This design comes from an exercise in tuning for small area on the open sky130 flow, not from production work. Only simulation tests tie the RTL to the original design; equivalence was not proved.

### design/flow/design.v
module alu #(
	parameter DATA_WIDTH = 32,
	parameter INST_WIDTH = 4
)(
	input                   i_clk,
	input                   i_rst_n,
	input  [DATA_WIDTH-1:0] i_data_a,
	input  [DATA_WIDTH-1:0] i_data_b,
	input  [INST_WIDTH-1:0] i_inst,
	input                   i_valid,
	output [DATA_WIDTH-1:0] o_data,
	output                  o_overflow,
	output                  o_valid
);
	reg [DATA_WIDTH - 1:0] o_data_r, o_data_w;
	reg o_overflow_r, o_overflow_w;
	reg o_valid_r, o_valid_w;
	reg [2 * DATA_WIDTH - 1:0] o_mul_temp;
	integer i;
	assign o_data = o_data_r;
	assign o_overflow = o_overflow_r;
	assign o_valid = o_valid_r;
	always @(*) begin
		if (i_valid) begin
			case (i_inst)
				4'd0: begin
					o_data_w = i_data_a + i_data_b;
					if (i_data_a[DATA_WIDTH - 1] && i_data_b[DATA_WIDTH - 1] && ~o_data_w[DATA_WIDTH - 1]) begin
						o_overflow_w = 1;
					end
					else if (~i_data_a[DATA_WIDTH - 1] && ~i_data_b[DATA_WIDTH - 1] && o_data_w[DATA_WIDTH - 1]) begin
						o_overflow_w = 1;
					end
					else begin
						o_overflow_w = 0;
					end
					o_valid_w = 1;
				end
				4'd1: begin
					o_data_w = i_data_a - i_data_b;
					if (~i_data_a[DATA_WIDTH - 1] && i_data_b[DATA_WIDTH - 1] && o_data_w[DATA_WIDTH - 1]) begin
						o_overflow_w = 1;
					end
					else if (i_data_a[DATA_WIDTH - 1] && ~i_data_b[DATA_WIDTH - 1] && ~o_data_w[DATA_WIDTH - 1]) begin
						o_overflow_w = 1;
					end
					else begin
						o_overflow_w = 0;
					end
					o_valid_w = 1;
				end
				4'd2: begin
					o_data_w = i_data_a * i_data_b;
					if ((i_data_a[DATA_WIDTH - 1] == i_data_b[DATA_WIDTH - 1]) && o_data_w[DATA_WIDTH - 1]) begin
						o_overflow_w = 1;
					end
					else if ((i_data_a[DATA_WIDTH - 1] != i_data_b[DATA_WIDTH - 1]) && ~o_data_w[DATA_WIDTH - 1]) begin
						o_overflow_w = 1;
					end
					else begin
						o_overflow_w = 0;
					end
					o_valid_w = 1;
				end
				4'd3: begin
					if (~i_data_a[DATA_WIDTH - 1] && i_data_b[DATA_WIDTH - 1]) begin
						o_data_w = i_data_a;
					end
					else if (i_data_a[DATA_WIDTH - 1] && ~i_data_b[DATA_WIDTH - 1]) begin
						o_data_w = i_data_b;
					end
					else if (i_data_a > i_data_b) begin
						o_data_w = i_data_a;
					end
					else begin
						o_data_w = i_data_b;
					end
					o_overflow_w = 0;
					o_valid_w = 1;
				end
				4'd4: begin
					if (~i_data_a[DATA_WIDTH - 1] && i_data_b[DATA_WIDTH - 1]) begin
						o_data_w = i_data_b;
					end
					else if (i_data_a[DATA_WIDTH - 1] && ~i_data_b[DATA_WIDTH - 1]) begin
						o_data_w = i_data_a;
					end
					else if (i_data_a < i_data_b) begin
						o_data_w = i_data_a;
					end
					else begin
						o_data_w = i_data_b;
					end
					o_overflow_w = 0;
					o_valid_w = 1;
				end
				4'd5: begin
					{o_overflow_w, o_data_w} = i_data_a + i_data_b;
					o_valid_w = 1;
				end
				4'd6: begin
					o_data_w = i_data_a - i_data_b;
					if (i_data_a < i_data_b) begin
						o_overflow_w = 1;
					end
					else begin
						o_overflow_w = 0;
					end
					o_valid_w = 1;
				end
				4'd7: begin
					o_mul_temp = i_data_a * i_data_b;
					o_overflow_w = 0;
					for (i = DATA_WIDTH; i < 2 * DATA_WIDTH; i = i + 1) begin
						if (o_mul_temp[i]) begin
							o_overflow_w = 1;
						end
					end
					o_data_w = o_mul_temp[DATA_WIDTH - 1:0];
					o_valid_w = 1;
				end
				4'd8: begin
					if (i_data_a > i_data_b) begin
						o_data_w = i_data_a;
					end
					else begin
						o_data_w = i_data_b;
					end
					o_overflow_w = 0;
					o_valid_w = 1;
				end
				4'd9: begin
					if (i_data_a < i_data_b) begin
						o_data_w = i_data_a;
					end
					else begin
						o_data_w = i_data_b;
					end
					o_overflow_w = 0;
					o_valid_w = 1;
				end
				4'd10: begin
					o_data_w = i_data_a & i_data_b;
					o_overflow_w = 0;
					o_valid_w = 1;
				end
				4'd11: begin
					o_data_w = i_data_a | i_data_b;
					o_overflow_w = 0;
					o_valid_w = 1;
				end
				4'd12: begin
					o_data_w = (i_data_a & ~i_data_b) | (~i_data_a & i_data_b);
					o_overflow_w = 0;
					o_valid_w = 1;
				end
				4'd13: begin
					o_data_w = ~i_data_a;
					o_overflow_w = 0;
					o_valid_w = 1;
				end
				4'd14: begin
					for (i = 0; i < DATA_WIDTH; i = i + 1) begin
						o_data_w[i] = i_data_a[DATA_WIDTH - 1 - i];
					end
					o_overflow_w = 0;
					o_valid_w = 1;
				end
				default: begin
					o_overflow_w = 0;
					o_data_w = 0;
					o_valid_w = 1;
				end
			endcase
		end
		else begin
			o_overflow_w = 0;
			o_data_w = 0;
			o_valid_w = 0;
		end
	end
	always @(posedge i_clk or negedge i_rst_n) begin
		if (~i_rst_n) begin
			o_data_r <= 0;
			o_overflow_r <= 0;
			o_valid_r <= 0;
		end
		else begin
			o_data_r <= o_data_w;
			o_overflow_r <= o_overflow_w;
			o_valid_r <= o_valid_w;
		end
	end
endmodule
### design/flow/run.sh
#!/bin/bash
# synth_recipe.tcl (not shown) runs the flow's synth.tcl, then flattens the netlist and writes it again
# the make line also repeats each setting of config.mk as NAME=value (left out here)
make -C /OpenROAD-flow-scripts/flow DESIGN_CONFIG=/design/flow/config.mk WORK_HOME=/design/flow/orfs CLKGATE_MAP_FILE= SYNTH_SCRIPT=/design/flow/synth_recipe.tcl finish
### design/flow/config.mk
export PLATFORM = sky130hd
export DESIGN_NAME = alu
export DESIGN_NICKNAME = alu
export VERILOG_FILES = /design/flow/design.v
export SDC_FILE = /design/flow/constraint.sdc
export NUM_CORES = 4
export LEC_CHECK = 0
export CAP_MARGIN = 20
export CORE_MARGIN = 2
export CORE_UTILIZATION = 40
export SLEW_MARGIN = 20
### design/flow/constraint.sdc
create_clock -name core_clock -period 12.0 [get_ports {i_clk}]
set_input_delay 2.4000 -clock core_clock [delete_from_list [all_inputs] [get_ports {i_clk}]]
set_output_delay 2.4000 -clock core_clock [all_outputs]
set_load 0.01 [all_outputs]
==> results of run 1 <==
==> flip-flops by register name, indices dropped and copies added, names as in the netlist <==
name	count
o_overflow_r	1
o_valid_r	1
o_data_r	32
==> logic make-up (layout without fill, tap and decap cells) <==
kind of cell               after synthesis  in the layout  synth area share [%]
and+or+nand+nor                       1513           1513                  15.3
AOI/OAI and AO/OA                      770            770                  12.5
other                                    0              4                     0
xor gates and xnor gates                63             63                  1.38
muxes                                   10             10                 0.256
DFF                                     34             34                  2.12
buffers and inverters                 1312           1334                  12.3
adders and majority gates             1259           1259                  56.1
==> metrics by stage <==
stage                     std cells  hold WS, ns  util [%]
after floorplan                4961         2.10         -
after global placement         6273         2.83      43.7
after detailed placement       6273         2.83      43.7
after CTS                      6281         2.54      43.9
after global routing           6281         2.58      43.9
final                          6285         2.53      43.9
==> worst max path at each step <==
stage	startpoint	to	cells past startpoint	slack (ns)
finish	i_data_b[20]	o_overflow_r$_DFF_PN0_	28	0.39
global route	i_data_a[14]	o_overflow_r$_DFF_PN0_	28	0.12
CTS	i_data_b[20]	o_overflow_r$_DFF_PN0_	28	0.36
detailed placement	i_data_b[20]	o_overflow_r$_DFF_PN0_	28	0.12
global placement	i_data_b[20]	o_overflow_r$_DFF_PN0_	27	0.12
floorplan	i_data_b[11]	o_overflow_r$_DFF_PN0_	28	1.63
==> placed cells by master, fill, tap and decap left out, types with 30 or more instances in the layout <==
cell type and count:
o221ai_1 43, buf_4 208, nor2_1 927, a21oi_1 222, nor3_1 33, a31oi_1 30, xnor2_1 39, clkdlybuf4s50_1 104
ha_1 360, fa_1 898, dfrtp_1 34, o21ai_0 158, inv_1 967, nand2_1 390
==> metal layers <==
| layer | vias to the layer above | share of wire, % | track usage, % |
|---|---|---|---|
| met4 | 2 | 6.3 | 15.7 |
| met1 | 18500 | 39 | 41.1 |
| li1 | 15400 | - | - |
| met3 | 430 | 9.9 | 6.66 |
| met5 | - | 0.011 | 0.284 |
| met2 | 1945 | 45 | 49.6 |
==> area by class of cell <==
cell class / count / area [µm²]
clock inverters: 3 / 68.8
diodes: 4 / 10.0
repair buffers: 332 / 3000
multi-input cells: 3615 / 34300
flip-flops and latches: 34 / 851
well taps: 1298 / 1620
clock buffers: 5 / 125
inverters: 994 / 3730
fillers: 10100 / 56000
==> worst max-delay path, stage by stage <==
cell	delay, ns
clkdlybuf4s50_1	0.74
inv_1	0.34
buf_4	0.37
nor2_1	0.13
fa_1	0.55
inv_1	0.05
fa_1	0.46
fa_1	0.51
fa_1	0.57
fa_1	0.46
fa_1	0.52
fa_1	0.43
fa_1	0.49
inv_1	0.05
ha_1	0.40
a21oi_1	0.30
o21ai_0	0.32
a21boi_1	0.55
nor4_1	0.11
nor3_1	0.16
o211ai_1	0.14
a41oi_1	0.20
o2111ai_1	0.15
or4_1	0.43
nor4_1	0.27
and4_1	0.23
and4_1	0.29
o22ai_1	0.11
==> repair_timing <==
action / CTS / global route
endpoints found under the setup margin: 0 / 1
hold buffers: 0 / 0
gates resized for setup: 0 / 1
==> notes.md, run 1 <==
Clocking:
- The CTS tree is built.
- Counting the buffers created by CTS gives 5.
- Clock-pin slew was measured on the worst setup and hold paths at approximately 0.050 ns.
- The buffer depth of the longest clock path is 2.
- The post-CTS setup-driven buffer insertion count is 0.
- The buffer type at the clock tree root is clkbuf_16.
- The H-tree generated during clock tree synthesis spans 2 levels.
- Clock tree synthesis found a total of 34 sinks.

Placed design:
- The pre-CTS setup slack is between 0.1 and 0.15 ns.
- The count of buffers from port buffering is approximately 100.
- The final weighted congestion in routability-driven placement is around 1.1.
- After detailed placement, the total cell area comes to 43,600 µm².
- The HPWL after detailed placement is between 100,000 and 150,000 µm.

Worst setup path:
- At the worst endpoint, the required time is between 10 and 15 ns.
- The worst setup path is captured at a flip-flop.
- The largest fanout of any net on the critical path is 15.
- The start-to-end type of the worst setup path is input pin to flip-flop.
- The startpoint type of the worst setup path is an input pin.
- The data arrival time of the critical path is 11.76 ns.

Routing:
- In the routed layout, each cell is associated on average with a via count of ~5.8.
- The number of DRC markers after the initial detailed-route iteration is 4,192.
- After detailed routing, the average wire length per cell comes to 25.5 µm.
- The number of antenna-violating nets in the routed design is 0.
- The total wirelength of the detailed-routed design is 160,000 µm.
- The remaining design rule violation count is 0.
- Before antenna repair, the detailed router went through 6 iterations.
- Across all layers, the routed design uses about 36,000 vias.

Yosys:
- When the netlist entered floorplanning its net count stood at between 6,000 and 7,000.
- By count the netlist is led by inv_1 (967), nor2_1 (929), fa_1 (898).
- The synthesized design spends more area on one cell type than any other, namely fa_1.
- The most common cell in the synthesized netlist is inv_1.
- Dividing the synthesized area by the synthesized cell count gives 8.08 µm².
- By area the synthesized netlist is led by fa_1 (45%), ha_1 (11%), inv_1 (9.1%).
- After synthesis, the share of flip-flops with an asynchronous set or reset is 100%.
- Synthesis instantiated 79 different standard cells from the library.
- The count of mapped cells out of synthesis is 4,961.
- Summed over its instances, the top area cell type makes up around 45% of the synthesized netlist area.
- The synthesized design contains 34 register bits.
- The share of the yosys chip area belonging to registers is under 10%.
- For this run, the number of Yosys warnings is 1.
- Counting flops with a built-in enable in the synthesized netlist gives 0.
- The mapped netlist covers ~40,000 µm².
- For this run, the leading register cell type out of synthesis is dfrtp_1.

Final layout:
- Of the cells placed in the final design, the portion with a size suffix greater than 1 is between 5 and 6%.
- For this run, the post-layout net count is 6,312.
- The area of all placed cells without fillers is approximately 44,000 µm².
- Relative to the synthesized area, the layout overhead comes to 9.11%.

Timing:
- The setup TNS is 0 ns.
- The final worst slack is about 0.39 ns.
- Setup violations remaining at the end of the flow were counted as 0.
- The share of the cycle needed by the critical path after routing is between 90% and 100%.
- Setup repair after global routing left no endpoint under its margin.
- The slew of the pin with the lowest slew margin is roughly 1.2 ns.
- The hold violation count in the final report is 0.
- The number of max-slew violations in the final report is 0.
- In this run the tightest slew margin relative to its limit is between 20% and 30%.
- The highest attainable clock frequency is ~0.086 GHz.
- The shortest period the worst path allows is about 12 ns.

GRT:
- The leftover overflow at the end of global routing is 0.
- The number of global-route vias before repair is 37,700.
- The wire length of the first global-routing pass is about 240,000 µm.
- Entering global routing, the biggest net connects between 60 and 70 pins.
- The initial antenna violation count came to 5.
- The overall routing resource usage is between 30% and 40%.

Floorplanning:
- During I/O placement, the number of pins put on the boundary was ~110.
- The core area is ~100,000 µm².
- The initialized floorplan defines 116 standard-cell rows.
- The die is around 320 µm tall.
- The horizontal extent of the die is between 300 and 400 µm.
- The starting utilization of the core area is between 40% and 50%.
- The die covers 103,000 µm².

Status:
- The run finished with no timing, DRC or antenna violations.

Worst hold path:
- The path class of the tightest hold or removal check is input pin to asynchronous set/reset pin.

Run:
- The max-cap check violation count is 0.
==> run 2: changes to the inputs <==
==> design/flow/design.v (replaced) <==
module alu #(
	parameter DATA_WIDTH = 32,
	parameter INST_WIDTH = 4
)(
	input                   i_clk,
	input                   i_rst_n,
	input  [DATA_WIDTH-1:0] i_data_a,
	input  [DATA_WIDTH-1:0] i_data_b,
	input  [INST_WIDTH-1:0] i_inst,
	input                   i_valid,
	output [DATA_WIDTH-1:0] o_data,
	output                  o_overflow,
	output                  o_valid
);
	wire [31:0] a = i_data_a;
	wire [31:0] b = i_data_b;
	wire [3:0]  op = i_inst;
	wire        sub = (op == 4'd1) | (op == 4'd3) | (op == 4'd4) | (op == 4'd6) | (op == 4'd8) | (op == 4'd9);
	wire [32:0] s   = {1'b0, a} + {1'b0, b ^ {32{sub}}} + {32'd0, sub};
	wire [31:0] sum = s[31:0];
	wire        cout = s[32];
	wire        bx   = b[31] ^ sub;
	wire        sovf = (a[31] == bx) & (sum[31] != a[31]);
	wire        lt_u = ~cout;               
	wire        lt_s = sum[31] ^ sovf;      
	wire [32:0] p = {1'b0, a} * {1'b0, b};
	wire [31:0] bsuf;   
	assign bsuf[31] = b[31];
	genvar k;
	generate
		for (k = 30; k >= 0; k = k - 1) begin : g_suf
			assign bsuf[k] = bsuf[k+1] | b[k];
		end
	endgenerate
	wire [30:0] big_t;
	generate
		for (k = 1; k < 32; k = k + 1) begin : g_big
			assign big_t[k-1] = a[k] & bsuf[32-k];
		end
	endgenerate
	wire umul_ov = p[32] | (|big_t);
	wire smul_ov = p[31] ^ a[31] ^ b[31];
	wire [31:0] rev;
	generate
		for (k = 0; k < 32; k = k + 1) begin : g_rev
			assign rev[k] = a[31-k];
		end
	endgenerate
	reg [31:0] d_w;
	reg        ov_w;
	always @(*) begin
		case (op)
			4'd0:  begin d_w = sum;          ov_w = sovf;    end
			4'd1:  begin d_w = sum;          ov_w = sovf;    end
			4'd2:  begin d_w = p[31:0];      ov_w = smul_ov; end
			4'd3:  begin d_w = lt_s ? b : a; ov_w = 1'b0;    end
			4'd4:  begin d_w = lt_s ? a : b; ov_w = 1'b0;    end
			4'd5:  begin d_w = sum;          ov_w = cout;    end
			4'd6:  begin d_w = sum;          ov_w = lt_u;    end
			4'd7:  begin d_w = p[31:0];      ov_w = umul_ov; end
			4'd8:  begin d_w = lt_u ? b : a; ov_w = 1'b0;    end
			4'd9:  begin d_w = lt_u ? a : b; ov_w = 1'b0;    end
			4'd10: begin d_w = a & b;        ov_w = 1'b0;    end
			4'd11: begin d_w = a | b;        ov_w = 1'b0;    end
			4'd12: begin d_w = a ^ b;        ov_w = 1'b0;    end
			4'd13: begin d_w = ~a;           ov_w = 1'b0;    end
			4'd14: begin d_w = rev;          ov_w = 1'b0;    end
			default: begin d_w = 32'd0;      ov_w = 1'b0;    end
		endcase
	end
	reg [31:0] o_data_r;
	reg        o_overflow_r;
	reg        o_valid_r;
	assign o_data = o_data_r;
	assign o_overflow = o_overflow_r;
	assign o_valid = o_valid_r;
	always @(posedge i_clk or negedge i_rst_n) begin
		if (~i_rst_n) begin
			o_data_r <= 32'd0;
			o_overflow_r <= 1'b0;
			o_valid_r <= 1'b0;
		end
		else begin
			o_data_r <= i_valid ? d_w : 32'd0;
			o_overflow_r <= i_valid & ov_w;
			o_valid_r <= i_valid;
		end
	end
endmodule
==> notes.md, run 2 <==
Worst setup path:
- The startpoint type of the worst setup path is an input pin.
- The worst-path cell with the longest stage delay is inv_1.
- The data arrival time of the critical path came to 11.06 ns (-0.70 ns).
- The start-to-end type of the worst setup path is input pin to flip-flop.
- The largest fanout of any net on the critical path is 18 (+3).
- The count of buffering cells on the critical path with inverters included was 5 (unchanged).
- The worst endpoint required time is 12.16 ns (about the same).
- The cell occurring most often along the worst timing path is fa_1.
- The worst setup path is captured at a flip-flop.
- The largest stage delay on the critical path is 0.79 ns (+0.05 ns).
- The largest delay contributor family on the critical path is adder cells.
- Traced cell by cell, the critical path runs through clkdlybuf4s50_1, inv_1, buf_4, nor2_1, fa_1, inv_1, fa_1, fa_1, inv_1, fa_1, fa_1, fa_1, fa_1, ha_1, nand2_1, nor2_1, nand4_1, a21oi_1, a21oi_1, a211oi_1, nor3_1, nor4b_1, o22ai_1.

Yosys:
- The post-synthesis register bit count is 34 (unchanged).
- The number of nets in the synthesized netlist was 3,513 (-44%).
- The count of mapped cells out of synthesis came to 2,784 (-44%).
- The cell area after synthesis came to 22,800 µm² (-43%).
- The share of synthesized registers carrying an async set or reset was 100% (unchanged).
- Sorting the synthesized cells by area gives the leading types as fa_1 (39%), ha_1 (12%), inv_1 (8.8%).
- Among all flip-flop cells after synthesis, the most frequent one is dfrtp_1.
- The mean post-synth cell area is 8.18 µm² (+1.2%).
- The number of distinct standard cells referenced by the synthesized netlist was 77 (-2.5%).
- Yosys instantiated no cell more often than inv_1.
- The commonest cells after synthesis are inv_1 (534), fa_1 (439), nand2_1 (405).
- The area share of the leading cell type in the synthesized netlist is 38.6% (-6.2 points).
- The number of warnings printed during yosys synthesis was 1 (unchanged).
- The share of the yosys chip area belonging to registers is 3.74% (+1.6 points).
- The count of flip-flops with a built-in enable after synthesis came to 0 (unchanged).
- The dominant cell type by area after synthesis is fa_1.

Final layout:
- Leaving out fill and tap cells, the most frequent cell in the layout is inv_1.
- The share of cells above drive strength 1 is 4.56% (-1.0 points).
- The layout-stage area growth over the synthesis result is 10.1%.
- The share of the core filled with cells is 44.5% (+0.57 points).
- The number of flip-flops in the largest register is 32 (unchanged).
- The largest registers in the layout are o_data_r x32, o_overflow_r x1, o_valid_r x1.
- The largest register by flop count is o_data_r.
- In the layout the commonest cells are inv_1 (534), fa_1 (439), nand2_1 (405).
- The final net count came to 3,557 (-44%).

Timing:
- The hold violation count in the final report is 0 (unchanged).
- The highest attainable clock frequency came to 0.0917 GHz (+6.4%).
- The final worst slack is 1.09 ns (+0.702 ns).
- The setup TNS is 0 ns (unchanged).
- The setup violation total in the final timing report is 0 (unchanged).
- The number of max-slew violations in the final report is 0 (unchanged).
- The share of the cycle needed by the critical path after routing was 90.9% (-5.9 points).
- The worst-case headroom to the max-slew limit came to 22.3% (+1.2 points).
- Setup repair after global routing left no endpoint under its margin.
- The shortest period the worst path allows is 10.91 ns (-0.702 ns).
- The slew of the pin with the lowest slew margin came to 1.16 ns (+0.0104 ns).

Routing:
- The number of iterations in the first detailed-routing pass is 7 (+1).
- The number of antenna-violating nets in the routed design was 0 (unchanged).
- The total vias in the final route came to 21,100 (-42%).
- The vias per cell is 5.89 (+2.0%).
- The remaining design rule violation count was 0 (unchanged).
- The average routed wire per standard cell is 28.1 µm (+10%).
- The number of DRC markers after the initial detailed-route iteration is 2,637 (-37%).
- The total wirelength of the detailed-routed design is 101,000 µm (-37%).

GRT:
- The overall routing resource usage is 34.5% (+2.9 points).
- The wire length of the first global-routing pass is 148,000 µm (-39%).
- The initial antenna violation count is 1 (-4).
- The pin count of the biggest net entering global routing came to 35 (-44%).
- The leftover overflow at the end of global routing is 0 (unchanged).
- The number of global-route vias before repair came to 22,000 (-42%).

Placed design:
- The HPWL after detailed placement is 78,500 µm (-39%).
- The final weighted congestion in routability-driven placement was 1.03 (-4.1%).
- The pre-CTS setup slack was 1.04 ns (+0.924 ns).
- The count of buffers from port buffering is 104 (unchanged).

Floorplanning:
- The core area is 56,400 µm² (-43%).
- The standard-cell row count was 87 (-25%).
- The die footprint is 58,800 µm² (-43%).
- The starting utilization of the core area was 40.4% (+0.16 points).
- The number of top-level design ports is 105 (unchanged).
- The horizontal extent of the die is 243 µm (-24%).
- The height of the die was 243 µm (-24%).

Clocking:
- The clock transition at the registers of the reported paths came to 0.06 ns (about the same).
- TritonCTS built the clock tree.
- The clock sink count is 34 (unchanged).
- In this run the clock root is driven by a clkbuf_16.
- The buffer depth of the longest clock path is 2 (unchanged).
- The post-CTS setup-driven buffer insertion count came to 0 (unchanged).
- The number of clock buffers inserted by TritonCTS is 5 (unchanged).
- The number of H-tree levels is 2 (unchanged).
- The quantity of hold-fixing buffers added after cts is 0 (unchanged).
- The number of instances resized during post-cts repair is 0 (unchanged).

Worst hold path:
- The path type of the worst min-delay path is input pin to asynchronous set/reset pin.

Status:
- The run finished with no timing, DRC or antenna violations.

Run:
- The max-cap check violation count came to 0 (unchanged).
==> run 2: changes by cell type after synthesis, sizes merged, moves of 106 or more <==
cell,change
ha,-142
inv,-436
fa,-459
clkbuf,-124
a21oi,-132
nor2,-645
o21ai,-106
==> run 2: stage by stage <==
stage / hold WS, ns / cells / instance area [µm²]
detailed placement: 2.61 / 3577 / 24900
global placement: 2.59 / 3576 / 24900
finish: 2.27 / 3586 / 25100
CTS: 2.29 / 3585 / 25100
floorplan: 2.10 / 2784 / 22800
global route: 2.33 / 3585 / 25100
==> run 2: worst max path at each step <==
stage,start,end,slack (ns),cells past startpoint
final,i_data_b[1],o_overflow_r$_DFF_PN0_,1.09,23
after global routing,i_data_a[8],o_overflow_r$_DFF_PN0_,0.94,26
after CTS,i_data_b[1],o_overflow_r$_DFF_PN0_,1.32,23
after detailed placement,i_data_b[1],o_overflow_r$_DFF_PN0_,1.04,23
after global placement,i_data_a[8],o_overflow_r$_DFF_PN0_,1.06,26
after floorplan,i_data_b[2],o_overflow_r$_DFF_PN0_,2.65,27
==> run 2: kinds of logic after synthesis <==
kind of cell,share of synthesized area (%)
adder cells (fa/ha/maj),50.6
multiplexers,1.09
AND/OR/NAND/NOR,15.2
XOR/XNOR,5.25
AO/OA/AOI/OAI,12.3
buffers and inverters,11.8
flip-flops,3.74
==> run 2: layout make-up <==
cell class / instances / area, µm²
fillers: 5750 / 31300
flip-flops and latches: 34 / 851
multi-input cells: 2041 / 19300
well taps: 756 / 946
inverters: 549 / 2060
clock inverters: 1 / 5.00
clock buffers: 7 / 143
diodes: 1 / 2.50
repair buffers: 197 / 1780
==> run 2: per-layer routing <==
layer  routed length, µm  track usage (%)  vias to the layer above
li1                    -                -                     8803
met1               40300             46.6                    10700
met2               44100             53.5                     1294
met3               10100             5.59                      297
met4                6260             17.4                        0
met5                   0                0                        -

==> what the ideal ports hide <==
The results above use ideal ports. As a check the final layouts listed here were re-extracted and re-timed, cells and wires unchanged.
Step 1, drivers: a clkbuf_16 drives i_clk and a buf_2 each remaining input, both assumed.
Step 2 moves the port delays by t, midway between the first and last clock arrival at a register: inputs arrive t later, outputs are due t later. That takes back most of the time a late clock gives input paths.
Slacks: ideal ports / drivers / drivers and shift; pairs: ideal ports / drivers.
run | shift t [ns] | setup WS [ns] | worst register clock-pin slew, ns | cell pins on the clock port's net
run 1 | 0.308 | 0.391 / 0.367 / 0.059 | 0.06 / 0.06 | 1
run 2 | 0.347 | 1.094 / 1.113 / 0.766 | 0.07 / 0.07 | 1
After both steps every run listed still meets setup and hold. The setup slack of run 1, which loses most, moves by -0.024 ns with the drivers and by -0.332 ns with both steps.
